This design comes from an exercise in tuning for small area on the open sky130 flow, not from production work. In this exercise RTL edits were held to simulation tests only and were not proved equivalent to the original. Power figures rest on the tool's default switching activity, not on a simulated workload.

## flow/design.v (module list and top-level ports; edited modules follow where they fit)
// module HalfAdder: 4 lines
// module FullAdder: 4 lines
// module BoothSel: 3 lines
// module SystolicArray: 3639 lines
module SystolicArray #(parameter SIZE = 4, parameter DATA_WIDTH = 8)(
    input [SIZE*DATA_WIDTH-1:0] A,
    input [SIZE*DATA_WIDTH-1:0] B,
    input clk,
    input rst,
    output done,
    output [SIZE*SIZE*2*DATA_WIDTH-1:0] C
);
  // ...
==> flow/flow/run.sh <==
#!/bin/bash
set -o pipefail
export BUFFER_PORTS_ARGS="-buffer_cell sky130_fd_sc_hd__buf_1"
export CTS_ARGS="-sink_clustering_enable -repair_clock_nets -dont_use_dummy_load -buf_list {sky130_fd_sc_hd__clkbuf_4 sky130_fd_sc_hd__clkbuf_8}"
bash standard.sh > standard_flow.log 2>&1
==> flow/standard.sh <==
#!/bin/bash
# synth_recipe.tcl (not shown) runs the flow's synth.tcl, then flattens the netlist and writes it again
# the make line also repeats each setting of config.mk as NAME=value (left out here)
make -C /OpenROAD-flow-scripts/flow DESIGN_CONFIG=/design/flow/config.mk WORK_HOME=/design/flow/orfs CLKGATE_MAP_FILE= SYNTH_SCRIPT=/design/flow/synth_recipe.tcl "${@:-finish}"
==> flow/config.mk <==
export PLATFORM = sky130hd
export DESIGN_NAME = SystolicArray
export DESIGN_NICKNAME = SystolicArray
export VERILOG_FILES = /design/flow/design.v
export SDC_FILE = /design/flow/constraint.sdc
export NUM_CORES = 4
export LEC_CHECK = 0
export ABC_AREA = 1
export CAP_MARGIN = 20
export CORE_MARGIN = 2
export CORE_UTILIZATION = 40
export PLACE_DENSITY = 0.6
export SETUP_SLACK_MARGIN = 0.2
export SLEW_MARGIN = 20
export SYNTH_HIERARCHICAL = 1
==> flow/constraint.sdc <==
create_clock -name core_clock -period 6.0 [get_ports {clk}]
set_input_delay 1.2000 -clock core_clock [delete_from_list [all_inputs] [get_ports {clk}]]
set_output_delay 1.2000 -clock core_clock [all_outputs]
set_load 0.01 [all_outputs]
==> metrics.yaml, run 1 <==
logic_synthesis:
  synth_fa_ha_area_share_pct: 45.01
  ys_seq_area_share_pct: 40.31
  async_flop_share_pct: 29.36
  synth_compound_area_share_pct: 0
  syn-num-nets: 5004
  muxShareOfSynthArea_pct: 0
  yosys_warnings: 7
global_route:
  grt.met1_usage_pct: 25.22
  grt_use_total_pct: 19.82
  grt_util_met2_pct: 31.64
  met3_usage_pct: 5.754
setup_path:
  crit_buf_inv: 2
placed_design:
  dp_cells: 5750
  place_area_sq_um: 51820
outcome:
  outcome: "no timing/DRC/antenna violations"
route:
  highest_layer: "met4"
clock_tree:
  cts_tree: "built"
  path_clk_slew_ns: 0.06
power_and_ir_drop:
  switching_power_mw: 13.16
finish:
  layout_common_cells: "944 x fa_1, 862 x nor2_1, 640 x dfxtp_1, 321 x buf_1, 309 x nand2_1"
  synthToLayoutAreaGrowth_pct: 12.63
  inverters: 272
  clkbuf_count: 162
sta:
  slew_viol_final: 0
  rsz0062_at_grt: "yes"
==> run 2, diff against run 1 <==
--- a/flow/config.mk
+++ b/flow/config.mk
@@ -8,8 +8,8 @@
 export ABC_AREA = 1
 export CAP_MARGIN = 20
 export CORE_MARGIN = 2
-export CORE_UTILIZATION = 40
-export PLACE_DENSITY = 0.6
+export CORE_UTILIZATION = 55
+export PLACE_DENSITY = 0.7
 export SETUP_SLACK_MARGIN = 0.2
 export SLEW_MARGIN = 20
 export SYNTH_HIERARCHICAL = 1
==> run 2 against run 1 <==
  * Combinational power about the same
  * Final cell count fell by 8.2%
  * Still clean
  * Utilization up 16 points
  * Register-to-register slack improved by 0.02 ns
  * Die area is 27% lower
  * Via count up 0.57%
  * Wire length shrank 5.1%
  * Clock power decreased by 6.3%
  * Clock skew decreased by 0.035 ns
  * Highest routed layer is now met5
  * Sequential share of layout area is 0.47 points higher
  * Largest power group unchanged
==> metrics.yaml, run 2 <==
route:
  ant_nets: 0
  drc_errors: 0
  viasPerCell: 5.260
  drtIter0Drc: 1739
  routed-via-count: 28620
  firstDrtPassIters: 5
  wl_mm: 109.2
  wl_per_cell_um: 20.08
sta:
  hold_viol: 0
  fmax_mhz: 177.0
  hold_slack_ns: 0.2867
  worst_slack_ns: 0.3496
  skew_ns: 0.06891
  tns_ns: 0
  finalCriticalPeriod_ns: 5.650
  rsz0062_at_grt: "yes"
  setup_viol: 0
  max_slew_margin_pct: 56.15
  slew_viol_final: 0  # unchanged
  worst_pin_slew_ns: 0.6578
  fin_crit_sh_pct: 94.17
setup_path:
  start_kind: "flip-flop"
  crit_required_ns: 6.65
  path_max_fanout: 12
  cp-startpoint: "T[8]$_DFF_PN0_"
  arrival_ns: 6.30
  crit_chain: "buf_12 -> nand2_2 -> nor2_1 -> ha_1 -> fa_1 -> fa_1 -> fa_1 -> fa_1 -> fa_1 -> fa_1 -> fa_1 -> fa_1 -> fa_1 -> fa_1 -> ha_1 -> xor2_1"
  worstSetupPathType: "reg2reg"
  cpMaxStageDelayCell: "fa_1"
  crit_top_cell: "fa_1"
  max_stage_delay_ns: 0.45
  reg2reg_from: "T[8]$_DFF_PN0_"
  endpoint_kind: "flip-flop"
logic_synthesis:
  synth_most_common_cell: "fa_1"
  synth-simple-area-share_pct: 11.47
  async_flop_share_pct: 29.36  # unchanged
  yosys-top-cells-count: "976 x fa_1, 863 x nor2_1, 640 x dfxtp_1, 340 x nand2_1, 267 x inv_1"
  synth_fa_ha_area_share_pct: 45.01  # unchanged
  yosysTopAreaCell: "fa_1"
  ys_seq_area_share_pct: 40.31  # unchanged
  synth_compound_area_share_pct: 0  # unchanged
  synthCells: 3786
  avgSynthCellArea_sq_um: 12.76
  syn-num-nets: 5004  # unchanged
  synth_cell_types: 21
  synth_xor_xnor_area_share_pct: 0.5802
  syn-cell-area_sq_um: 48300
  synth_area_leaders: "fa_1 40%, dfxtp_1 27%, dfrtp_1 14%, nor2_1 6.7%, ha_1 4.6%"
  muxShareOfSynthArea_pct: 0  # unchanged
  yosys_warnings: 7  # unchanged
  synth_top_family_by_area: "adder cells"
  ys_ff_latch: 906
  synth_flop_cell: "dfxtp_1"
  yosysTopAreaCellShare_pct: 40.45
  synth_edf_count: 0
clock_tree:
  clockRootBuffer: "clkbuf_8"
  hold_buffers: 0
  cts_num_sinks: 906
  worstSkewPairLatency_ns: 0.82
  cts_buffers: 148
  path_clk_slew_ns: 0.06  # about the same
  cts_tree: "built"
  cts.path.max_buffers: 3
  cts_max_level: 4
placed_design:
  dp_cells: 5277  # -8.2%
  dp_hpwl_mm: 88.01
  pre_cts_slack_ns: 0.09908
  io_buffers: 322
  globalplace.congestion: 0.9356
  place_area_sq_um: 51120  # -1.4%
finish:
  final_cell_count_no_fill: 5440
  layout_common_cells: "945 x fa_1, 854 x nor2_1, 640 x dfxtp_1, 321 x buf_1, 302 x nand2_1"
  final_net_count: 5502
  nFillCells: 6774
  fin_area_sq_um: 53690
  synthToLayoutAreaGrowth_pct: 11.16
  final_common_cell: "fa_1"
  drive_above_1_share_pct: 7.333
  regArea_sq_um: 19470
  multi_input_area_sq_um: 27850
  fin_util_pct: 61.80
floorplanning:
  die-area_sq_um: 90210
  initial_core_util_pct: 55.59
  dieWidth_um: 300.4
  rows: 108
  pin_count: 323
  die_y_um: 300.4
  coreArea_sq_um: 86890
outcome:
  outcome: "no timing/DRC/antenna violations"
power_and_ir_drop:
  ir_drop_mv: 0.6501
  power_mw: 31.22
  power_density_nw_per_um2: 581.5
  p_leak_nw: 24.72
global_route:
  grt_use_total_pct: 25.82  # +6.0 points
  grt_max_degree: 97
  grt_pass1_vias: 32170
  gr-total-overflow: 0
  antenna_found_initial: 2
  grt_pass1_wl_mm: 175.4
worst_hold_path:
  hold_class: "reg2reg"
  worstHoldStart: "bd1[36]$_DFF_P_"
job:
  max_cap_violations: 0
run 2: changes by cell type in the layout (fill, tap and decap cells not counted), moves of 3 or more:
| cell | change |
|---|---|
| buf_4 | -18 |
| clkbuf_16 | +3 |
| clkbuf_8 | -14 |
| diode_2 | -3 |
| nand2_1 | -7 |
| nand2_2 | +7 |
| nor2_1 | -8 |
| nor2_2 | +8 |
run 2: report_power, final:
group / leakage, nW / internal [mW] / switching [mW] / total [mW]
sequential: 8.50 / 7.70 / 1.09 / 8.79
clock: 1.06 / 2.16 / 2.12 / 4.28
combinational: 15.2 / 8.26 / 9.90 / 18.2
run 2: worst paths after layout:
path | endpoint | slack (ns) | cells after the start
min | bd1[44]$_DFF_P_ | 0.29 | 0
max reg2reg | pe11_acc[12]$_DFF_PN0_ | 0.35 | 16
min in group asynchronous | pe30_acc[15]$_DFF_PN0_ | 0.39 | 1
min reg2reg | bd1[44]$_DFF_P_ | 0.29 | 0
max in group asynchronous | pe10_acc[15]$_DFF_PN0_ | 4.52 | 2
max | pe11_acc[12]$_DFF_PN0_ | 0.35 | 16
run 2: final cells by class:
| cell class | instances | area share [%] |
|---|---|---|
| multi-input cells | 2577 | 51.87 |
| diodes | 3 | 0.01398 |
| inverters | 272 | 1.901 |
| flip-flops and latches | 906 | 36.27 |
| clock buffers | 148 | 3.794 |
| repair buffers | 379 | 3.458 |
| well taps | 1155 | 2.691 |
run 2: timing repair:
| item | CTS | global route |
|---|---|---|
| pin swaps | 0 | 6 |
| hold endpoints to repair | 0 | 0 |
| buffers inserted | 4 | 3 |
| endpoints found under the setup margin | 33 | 67 |
| cloned | 2 | 3 |
| gates resized for setup | 14 | 90 |
run 2: layer usage:
metal  GRT usage, %  up-vias  share of wire, %
met5              0        -             0.010
met4          13.76        2               5.5
met3          7.797      296               8.3
met2          40.20     1037                48
met1          32.77    14790                38
li1               -    12490                 -
run 2: Yosys stat by module (local to each module, per instance):
module,cells,copies in the design,flip-flops and latches
HalfAdder,1,144,0
FullAdder,1,976,0
SystolicArray,2666,1,906
run 2: cell families (layout without fill, tap and decap cells):
group,count (synthesis),in the layout
adder cells (fa/ha/maj),1152,1152
flip-flops,906,906
buffers and inverters,303,799
XOR/XNOR,32,32
other,1,4
AND/OR/NAND/NOR,1392,1392
run 2: critical path, delay by kind of cell (launching register included):
family,cells,cell delay [ns]
XOR/XNOR,1,0.16
adder cells (fa/ha/maj),12,4.59
buffers and inverters,1,0.16
flip-flops,1,0.42
AND/OR/NAND/NOR,2,0.19
==> run 3, diff against run 2 <==
==> flow/flow/run.sh (replaced) <==
#!/bin/bash
set -o pipefail
export BUFFER_PORTS_ARGS="-buffer_cell sky130_fd_sc_hd__buf_1"
export CTS_ARGS="-sink_clustering_enable -repair_clock_nets -dont_use_dummy_load -buf_list {sky130_fd_sc_hd__clkbuf_8} -sink_clustering_size 16 -sink_clustering_max_diameter 60"
bash standard.sh > standard_flow.log 2>&1
--- a/flow/config.mk
+++ b/flow/config.mk
@@ -8,8 +8,8 @@
 export ABC_AREA = 1
 export CAP_MARGIN = 20
 export CORE_MARGIN = 2
-export CORE_UTILIZATION = 55
-export PLACE_DENSITY = 0.7
+export CORE_UTILIZATION = 65
+export PLACE_DENSITY = 0.75
 export SETUP_SLACK_MARGIN = 0.2
 export SLEW_MARGIN = 20
 export SYNTH_HIERARCHICAL = 1
==> run 3 against run 2 <==
  * Still clean
  * Utilization up 9.7 points
  * Combinational power about the same
  * Sequential cell count unchanged
  * Fmax down 1.4%
  * Sequential share of layout area up 0.97 points
  * Die area down 15%
  * Clock power down about 30%
  * Clock-buffer cell count down 70
  * Sequential power about the same
  * Setup slack worse by 0.079 ns
  * Synthesized cell count unchanged
  * Total power down 5.0%
  * Critical endpoint is now pe03_acc[12]$_DFF_PN0_
  * Highest routed layer unchanged
==> metrics.yaml, run 3 <==
placed_design:
  globalplace.congestion: 0.9455  # +1.1%
  place_area_sq_um: 50920  # -0.40%
  dp_hpwl_mm: 85.50  # -2.8%
  dp_cells: 5085  # -3.6%
  io_buffers: 322  # unchanged
logic_synthesis:
  synthCells: 3786  # unchanged
  synth_flop_cell: "dfxtp_1"
  yosys_warnings: 7  # unchanged
  ys_ff_latch: 906  # unchanged
  yosysTopAreaCellShare_pct: 40.45  # unchanged
  syn-num-nets: 5004  # unchanged
  syn-cell-area_sq_um: 48300  # unchanged
  ys_seq_area_share_pct: 40.31  # unchanged
  synth_area_leaders: "fa_1 40%, dfxtp_1 27%, dfrtp_1 14%, nor2_1 6.7%, ha_1 4.6%"
  synth_most_common_cell: "fa_1"
  avgSynthCellArea_sq_um: 12.76  # unchanged
  yosysTopAreaCell: "fa_1"
  async_flop_share_pct: 29.36  # unchanged
  synth_edf_count: 0  # unchanged
  synth_cell_types: 21  # unchanged
  yosys-top-cells-count: "976 x fa_1, 863 x nor2_1, 640 x dfxtp_1, 340 x nand2_1, 267 x inv_1"
sta:
  finalCriticalPeriod_ns: 5.729  # +0.07874 ns
  fmax_mhz: 174.5  # -1.4%
  rsz0062_at_grt: "yes"
  worst_pin_slew_ns: 0.7741  # +0.1163 ns
  tns_ns: 0  # unchanged
  slew_viol_final: 0  # unchanged
  skew_ns: 0.09691  # +0.02800 ns
  max_slew_margin_pct: 48.39  # -7.8 points
  hold_viol: 0  # unchanged
  setup_viol: 0  # unchanged
  fin_crit_sh_pct: 95.49  # +1.3 points
clock_tree:
  clockRootBuffer: "clkbuf_8"
  path_clk_slew_ns: 0.09  # +0.03 ns
  worstSkewPairLatency_ns: 0.69  # -0.13 ns
  cts_max_level: 3  # -1
  cts_buffers: 78  # -47%
  cts_tree: "built"
  cts_num_sinks: 906  # unchanged
  cts.path.max_buffers: 3  # unchanged
finish:
  final_net_count: 5436  # -1.2%
  fin_util_pct: 71.46  # +9.7 points
  synthToLayoutAreaGrowth_pct: 8.297
  final_common_cell: "fa_1"
  layout_common_cells: "948 x fa_1, 861 x nor2_1, 637 x dfxtp_1, 321 x buf_1, 315 x nand2_1"
  final_cell_count_no_fill: 5176  # -4.9%
  drive_above_1_share_pct: 5.432  # -1.9 points
  fin_area_sq_um: 52310  # -2.6%
outcome:
  outcome: "no timing/DRC/antenna violations"
power_and_ir_drop:
  switching_power_mw: 12.67  # -3.3%
  power_density_nw_per_um2: 567.0  # -2.5%
  p_leak_nw: 24.19  # -2.2%
  power.share.switching_pct: 42.71  # +0.74 points
  pwr-share-seq_pct: 29.5  # +1.4 points
  p_clk_share_pct: 10.1  # -3.6 points
  combPwrFrac_pct: 60.3  # +2.2 points
  p_int_mw: 16.99  # -6.2%
  ir_drop_mv: 0.7122  # +9.5%
route:
  wl_mm: 103.5  # -5.2%
  drtIter0Drc: 2110  # +21%
  ant_nets: 0  # unchanged
  wl_per_cell_um: 20.00  # -0.39%
  viasPerCell: 5.465  # +3.9%
  drc_errors: 0  # unchanged
  routed-via-count: 28290  # -1.2%
  firstDrtPassIters: 6  # +1
setup_path:
  worstSetupPathType: "reg2reg"
  path_max_fanout: 12  # unchanged
  crit_top_cell: "fa_1"
  crit_required_ns: 6.49  # -0.16 ns
  max_stage_delay_ns: 0.58  # +0.13 ns
  r2r_setup_slack_ns: 0.27  # -0.08 ns
  start_kind: "flip-flop"
  crit_chain: "buf_12 -> buf_4 -> nand2_4 -> nor2_1 -> fa_1 -> fa_1 -> fa_2 -> fa_1 -> fa_2 -> fa_1 -> fa_1 -> fa_1 -> fa_2 -> fa_2 -> ha_1 -> xor2_1"
  endpoint_kind: "flip-flop"
  cpMaxStageDelayCell: "fa_1"
  arrival_ns: 6.22  # -0.08 ns
  crit_buf_inv: 2  # +1
  crit_family: "adder cells"
global_route:
  grt_max_degree: 97  # unchanged
  antenna_found_initial: 3  # +1
  grt_pass1_vias: 31790  # -1.2%
  grt_pass1_wl_mm: 168.0  # -4.2%
  grt_use_total_pct: 28.73  # +2.9 points
  gr-total-overflow: 0  # unchanged
floorplanning:
  dieWidth_um: 276.6  # -7.9%
  pin_count: 323  # unchanged
  initial_core_util_pct: 65.98  # +10 points
  rows: 99  # -8.3%
  die_y_um: 276.6  # -7.9%
  die-area_sq_um: 76510  # -15%
  coreArea_sq_um: 73210  # -16%
worst_hold_path:
  hold_class: "reg2reg"
job:
  max_cap_violations: 0  # unchanged
==> run 3: cell count changes in the layout (fill, tap and decap cells not counted), moves of 7 or more <==
cell and change:
nor2_2 -7, nor2_1 +7, nand2_2 -12, clkbuf_8 -70, nand2_1 +13, buf_4 +13
==> run 3: worst paths after layout <==
check / from / to / cells past startpoint
worst max-delay path: T[10]$_DFF_PN0_ / pe03_acc[12]$_DFF_PN0_ / 16
worst min-delay path: bd2[5]$_DFF_P_ / bd2[13]$_DFF_P_ / 0
worst max register to register: T[10]$_DFF_PN0_ / pe03_acc[12]$_DFF_PN0_ / 16
worst min register to register: bd2[5]$_DFF_P_ / bd2[13]$_DFF_P_ / 0
max in group asynchronous: rst / pe13_acc[10]$_DFF_PN0_ / 2
min in group asynchronous: rst / pe31_acc[1]$_DFF_PN0_ / 1
==> run 3: worst reg2reg max path, cell delays in order (launching register included) <==
cell and delay, ns:
dfrtp_4 0.56, buf_12 0.19, buf_4 0.17, nand2_4 0.11, nor2_1 0.08, fa_1 0.58, fa_1 0.46, fa_2 0.38
fa_1 0.42, fa_2 0.37, fa_1 0.38, fa_1 0.40, fa_1 0.40, fa_2 0.36, fa_2 0.36, ha_1 0.21
xor2_1 0.16
==> run 3: what timing repair did <==
action                                  4_1_cts  5_1_grt
pin swaps                                     0        4
setup buffers                                 3        8
hold buffers                                  0        0
gates resized for setup                       8       70
endpoints found under the setup margin       10       65
gates cloned                                  0        1
==> run 3: cell type report <==
cell class / count / area (sq um)
Sequential cell: 906 / 19480
Clock buffer: 78 / 1074
Multi-Input combinational cell: 2577 / 27760
Timing Repair Buffer: 383 / 1770
Tap cell: 959 / 1200
Inverter: 272 / 1021
Antenna cell: 1 / 2.502
Fill cell: 4995 / 20900
==> run 3: cells by family after synthesis <==
group                      count (synthesis)  synth area share (%)
xor gates and xnor gates                  32                0.5802
adders and majority gates               1152                 45.01
buffers and inverters                    303                 2.627
DFF                                      906                 40.31
other                                      1              0.007764
and+or+nand+nor                         1392                 11.47
==> run 3: routing by layer <==
layer	vias to the layer above	track usage [%]	routed length (um)
li1	12360	-	-
met3	285	6.387	8223
met5	-	0	28
met4	2	13.56	5635
met2	1178	46.43	49910
met1	14460	37.56	39740
==> run 3: power by group through the flow <==
stage | clock network, mW | logic [mW] | registers, mW
floorplan | 0 | 12.9 | 8.94
global placement | 0 | 16.9 | 8.88
detailed placement | 0 | 17.8 | 8.88
CTS | 3.13 | 18.0 | 8.77
global route | 3.34 | 20.7 | 8.91
finish | 3.01 | 17.9 | 8.76
==> run 3: per-stage QoR <==
step	setup slack, ns	hold WS, ns	total power, mW
finish	0.2708	0.2802	29.66
global route	0.1525	0.2832	32.96
CTS	0.1888	0.2853	29.88
detailed placement	0.06832	0.3121	26.72
global placement	0.2588	0.3097	25.73
floorplan	0.4315	0.3096	21.81
==> run 3: Yosys stat by module (local to each module, per instance) <==
| module | flip-flops and latches | times used | cells inside |
|---|---|---|---|
| SystolicArray | 906 | 1 | 2666 |
| FullAdder | 0 | 976 | 1 |
| HalfAdder | 0 | 144 | 1 |
==> run 4, diff against run 3 <==
==> flow/flow/run.sh (replaced) <==
#!/bin/bash
set -o pipefail
export BUFFER_PORTS_ARGS="-buffer_cell sky130_fd_sc_hd__buf_1"
export CTS_ARGS="-sink_clustering_enable -repair_clock_nets -dont_use_dummy_load -buf_list {sky130_fd_sc_hd__clkbuf_16} -sink_clustering_size 30 -sink_clustering_max_diameter 100"
bash standard.sh > standard_flow.log 2>&1
==> run 4 against run 3 <==
  * Still clean
  * Sequential power about the same
  * Clock skew fell by 0.049 ns
  * Final cell count decreased by 0.79%
  * Critical path depth stayed put
  * Sequential share of layout area rose by 0.062 points
  * Setup slack better by 0.025 ns
  * Utilization fell by 0.13 points
  * Sequential cell count unchanged
  * Synthesized area did not move
  * Register-to-register slack better by 0.03 ns
  * First-iteration DRC count decreased by 2.8%
  * Die area stayed put
  * Critical endpoint unchanged
  * Largest cell class unchanged
  * Highest routed layer unchanged
==> metrics.yaml, run 4 <==
outcome:
  outcome: "no timing/DRC/antenna violations"
sta:
  worst_slack_ns: 0.2963  # +0.02550 ns
  max_slew_margin_pct: 48.81  # +0.42 points
  hold_viol: 0  # unchanged
  rsz0062_at_grt: "yes"
  setup_viol: 0  # unchanged
  fin_crit_sh_pct: 95.06  # -0.42 points
  tns_ns: 0  # unchanged
  skew_ns: 0.04814  # -0.04877 ns
  finalCriticalPeriod_ns: 5.704  # -0.02550 ns
  worst_pin_slew_ns: 0.7679  # -0.006230 ns
  fmax_mhz: 175.3  # +0.45%
  slew_viol_final: 0  # unchanged
setup_path:
  cpMaxStageDelayCell: "fa_1"
  worstSetupPathType: "reg2reg"
  endpoint_kind: "flip-flop"
  start_kind: "flip-flop"
  crit_top_cell: "fa_1"
  crit_chain: "buf_12 -> buf_4 -> nand2_4 -> nor2_1 -> fa_1 -> fa_1 -> fa_1 -> fa_1 -> fa_2 -> fa_1 -> fa_1 -> fa_1 -> fa_1 -> fa_2 -> ha_1 -> xor2_1"
  crit_family: "adder cells"
  path_max_fanout: 14  # +2
  crit_buf_inv: 2  # unchanged
  crit_required_ns: 6.47  # -0.02 ns
  max_stage_delay_ns: 0.56  # -0.02 ns
  arrival_ns: 6.17  # -0.05 ns
logic_synthesis:
  yosysTopAreaCell: "fa_1"
  avgSynthCellArea_sq_um: 12.76  # unchanged
  yosys-top-cells-count: "976 x fa_1, 863 x nor2_1, 640 x dfxtp_1, 340 x nand2_1, 267 x inv_1"
  yosys_warnings: 7  # unchanged
  synth_area_leaders: "fa_1 40%, dfxtp_1 27%, dfrtp_1 14%, nor2_1 6.7%, ha_1 4.6%"
  synth_most_common_cell: "fa_1"
  synth_cell_types: 21  # unchanged
  syn-cell-area_sq_um: 48300  # unchanged
  async_flop_share_pct: 29.36  # unchanged
  synth_edf_count: 0  # unchanged
  ys_ff_latch: 906  # unchanged
  synth_flop_cell: "dfxtp_1"
  synthCells: 3786  # unchanged
  yosysTopAreaCellShare_pct: 40.45  # unchanged
  syn-num-nets: 5004  # unchanged
  ys_seq_area_share_pct: 40.31  # unchanged
power_and_ir_drop:
  p_leak_nw: 24.12  # -0.29%
  p_int_mw: 17.08  # +0.49%
  pwr-share-seq_pct: 29.4  # about the same
  power.share.switching_pct: 42.57  # -0.13 points
  ir_drop_mv: 0.6317  # -11%
  switching_power_mw: 12.66  # about the same
  p_clk_share_pct: 10.1  # about the same
  power_density_nw_per_um2: 569.5  # +0.44%
  combPwrFrac_pct: 60.5  # +0.2 points
worst_hold_path:
  hold_class: "reg2reg"
clock_tree:
  hold_buffers: 0  # unchanged
  cts_tree: "built"
  cts_num_sinks: 906  # unchanged
  cts_buffers: 41  # -47%
  path_clk_slew_ns: 0.10  # about the same
  clockRootBuffer: "clkbuf_16"
  cts.path.max_buffers: 3  # unchanged
  cts_max_level: 2  # -1
  worstSkewPairLatency_ns: 0.61  # -0.08 ns
placed_design:
  io_buffers: 322  # unchanged
  dp_hpwl_mm: 85.50  # unchanged
  pre_cts_slack_ns: 0.06832  # unchanged
  globalplace.congestion: 0.9455  # unchanged
  dp_cells: 5085  # unchanged
floorplanning:
  dieWidth_um: 276.6  # unchanged
  die-area_sq_um: 76510  # unchanged
  initial_core_util_pct: 65.98  # unchanged
  die_y_um: 276.6  # unchanged
  coreArea_sq_um: 73210  # unchanged
  pin_count: 323  # unchanged
  rows: 99  # unchanged
route:
  viasPerCell: 5.464  # about the same
  drc_errors: 0  # unchanged
  ant_nets: 0  # unchanged
  wl_mm: 103.4  # about the same
  routed-via-count: 28060  # -0.82%
  firstDrtPassIters: 5  # -1
  drtIter0Drc: 2051  # -2.8%
  wl_per_cell_um: 20.14  # +0.71%
finish:
  final_cell_count_no_fill: 5135  # -0.79%
  final_common_cell: "fa_1"
  drive_above_1_share_pct: 4.310  # -1.1 points
  final_net_count: 5396  # -0.74%
  layout_common_cells: "952 x fa_1, 862 x nor2_1, 639 x dfxtp_1, 321 x buf_1, 317 x nand2_1"
  insertedDiodeCount: 0  # -1
  synthToLayoutAreaGrowth_pct: 8.103
  nFillCells: 4981  # -0.28%
global_route:
  gr-total-overflow: 0  # unchanged
  grt_max_degree: 97  # unchanged
  antenna_found_initial: 4  # +1
  grt_pass1_wl_mm: 168.9  # +0.53%
  grt_use_total_pct: 28.72  # about the same
  grt_pass1_vias: 31670  # -0.38%
job:
  max_cap_violations: 0  # unchanged
## run 4: cell counts after synthesis
No cell type changed its count.
## run 4: worst paths after layout
check	end	depth (start not counted)	slack (ns)	from
max reg2reg	pe03_acc[12]$_DFF_PN0_	16	0.30	T[10]$_DFF_PN0_
max	pe03_acc[12]$_DFF_PN0_	16	0.30	T[10]$_DFF_PN0_
min reg2reg	ad2[22]$_DFF_P_	0	0.29	ad2[14]$_DFF_P_
min	ad2[22]$_DFF_P_	0	0.29	ad2[14]$_DFF_P_
min in group asynchronous	pe23_acc[13]$_DFF_PN0_	1	0.60	rst
max in group asynchronous	pe03_acc[10]$_DFF_PN0_	2	4.27	rst
## run 4: cell families after synthesis
kind of cell | Yosys count | share of synthesized area (%)
adder cells (fa/ha/maj) | 1152 | 45.01
XOR/XNOR | 32 | 0.5802
buffers and inverters | 303 | 2.627
flip-flops | 906 | 40.31
other | 1 | 0.007764
AND/OR/NAND/NOR | 1392 | 11.47
## run 4: through the flow
stage                     utilization [%]  area (sq um)  total power [mW]  hold slack (ns)
after floorplan                         -         48300             21.81           0.3096
after global placement              69.55         50920             25.73           0.3097
after detailed placement            69.55         50920             26.72           0.3121
after CTS                           70.98         51960             29.95           0.2888
after global routing                71.33         52220             33.02           0.3001
final                               71.33         52220             29.74           0.2947
## run 4: routing by layer
metal | global-route usage [%] | wire length (um)
met5 | 0 | 51
met4 | 12.71 | 5474
met3 | 5.610 | 7377
met2 | 46.95 | 50520
met1 | 37.96 | 40020
## run 4: worst register-to-register path: stages (launching register included)
cell,delay [ns]
dfrtp_4,0.55
buf_12,0.18
buf_4,0.16
nand2_4,0.11
nor2_1,0.08
fa_1,0.56
fa_1,0.44
fa_1,0.43
fa_1,0.42
fa_2,0.37
fa_1,0.38
fa_1,0.39
fa_1,0.38
fa_1,0.40
fa_2,0.37
ha_1,0.22
xor2_1,0.16
## run 4: final cells by class
type	instances	area (sq um)	area share [%]
multi-input cells	2577	27740	53.12
flip-flops and latches	906	19480	37.30
repair buffers	380	1757	3.364
well taps	959	1200	2.298
clock buffers	41	1026	1.965
inverters	272	1021	1.955
## run 4: modules after synthesis (local to each module, per instance)
| module | copies in the design | flip-flops and latches | cell area [sq um] |
|---|---|---|---|
| HalfAdder | 144 | 0 | 12.51 |
| FullAdder | 976 | 0 | 20.02 |
| SystolicArray | 1 | 906 | 26960 |
## run 4: power groups by stage
stage | sequential [mW] | combinational [mW] | clock (mW)
final | 8.75 | 18.0 | 3.00
after CTS | 8.77 | 18.1 | 3.10
after detailed placement | 8.88 | 17.8 | 0
after global placement | 8.88 | 16.9 | 0
after floorplan | 8.94 | 12.9 | 0
after global routing | 8.92 | 20.8 | 3.31
## run 4: timing repair
item                                   CTS  global route
endpoints found under the hold margin    0             0
setup endpoints to repair               11            71
pin swaps                                0             4
setup buffers                            2             6
resized for setup                        3            63
cloned                                   0             1

==> what the ideal ports hide <==
Ports are ideal in the flow. The routed layouts listed here were re-timed in OpenROAD. Step 1 sets driving cells, clkbuf_16 on the clock port and buf_2 on the other inputs (assumed; they add their load-dependent delay and slew). Step 2 times the ports against the registers' clock, not the clock port: input delays grow and output delays shrink by t, the midpoint of the rising clock arrivals with the driver on. a / b / c = ideal ports / drivers / drivers and shift; a / b = the first two.
| run | t, ns | setup WS [ns] | pins driven straight from the clock port |
|---|---|---|---|
| run 1 | 0.903 | 0.327 / 0.327 / 0.327 | 1 |
| run 2 | 0.847 | 0.350 / 0.350 / 0.350 | 1 |
| run 3 | 0.709 | 0.271 / 0.271 / 0.271 | 1 |
| run 4 | 0.646 | 0.296 / 0.296 / 0.296 | 1 |
After both steps every run listed still meets setup and hold.
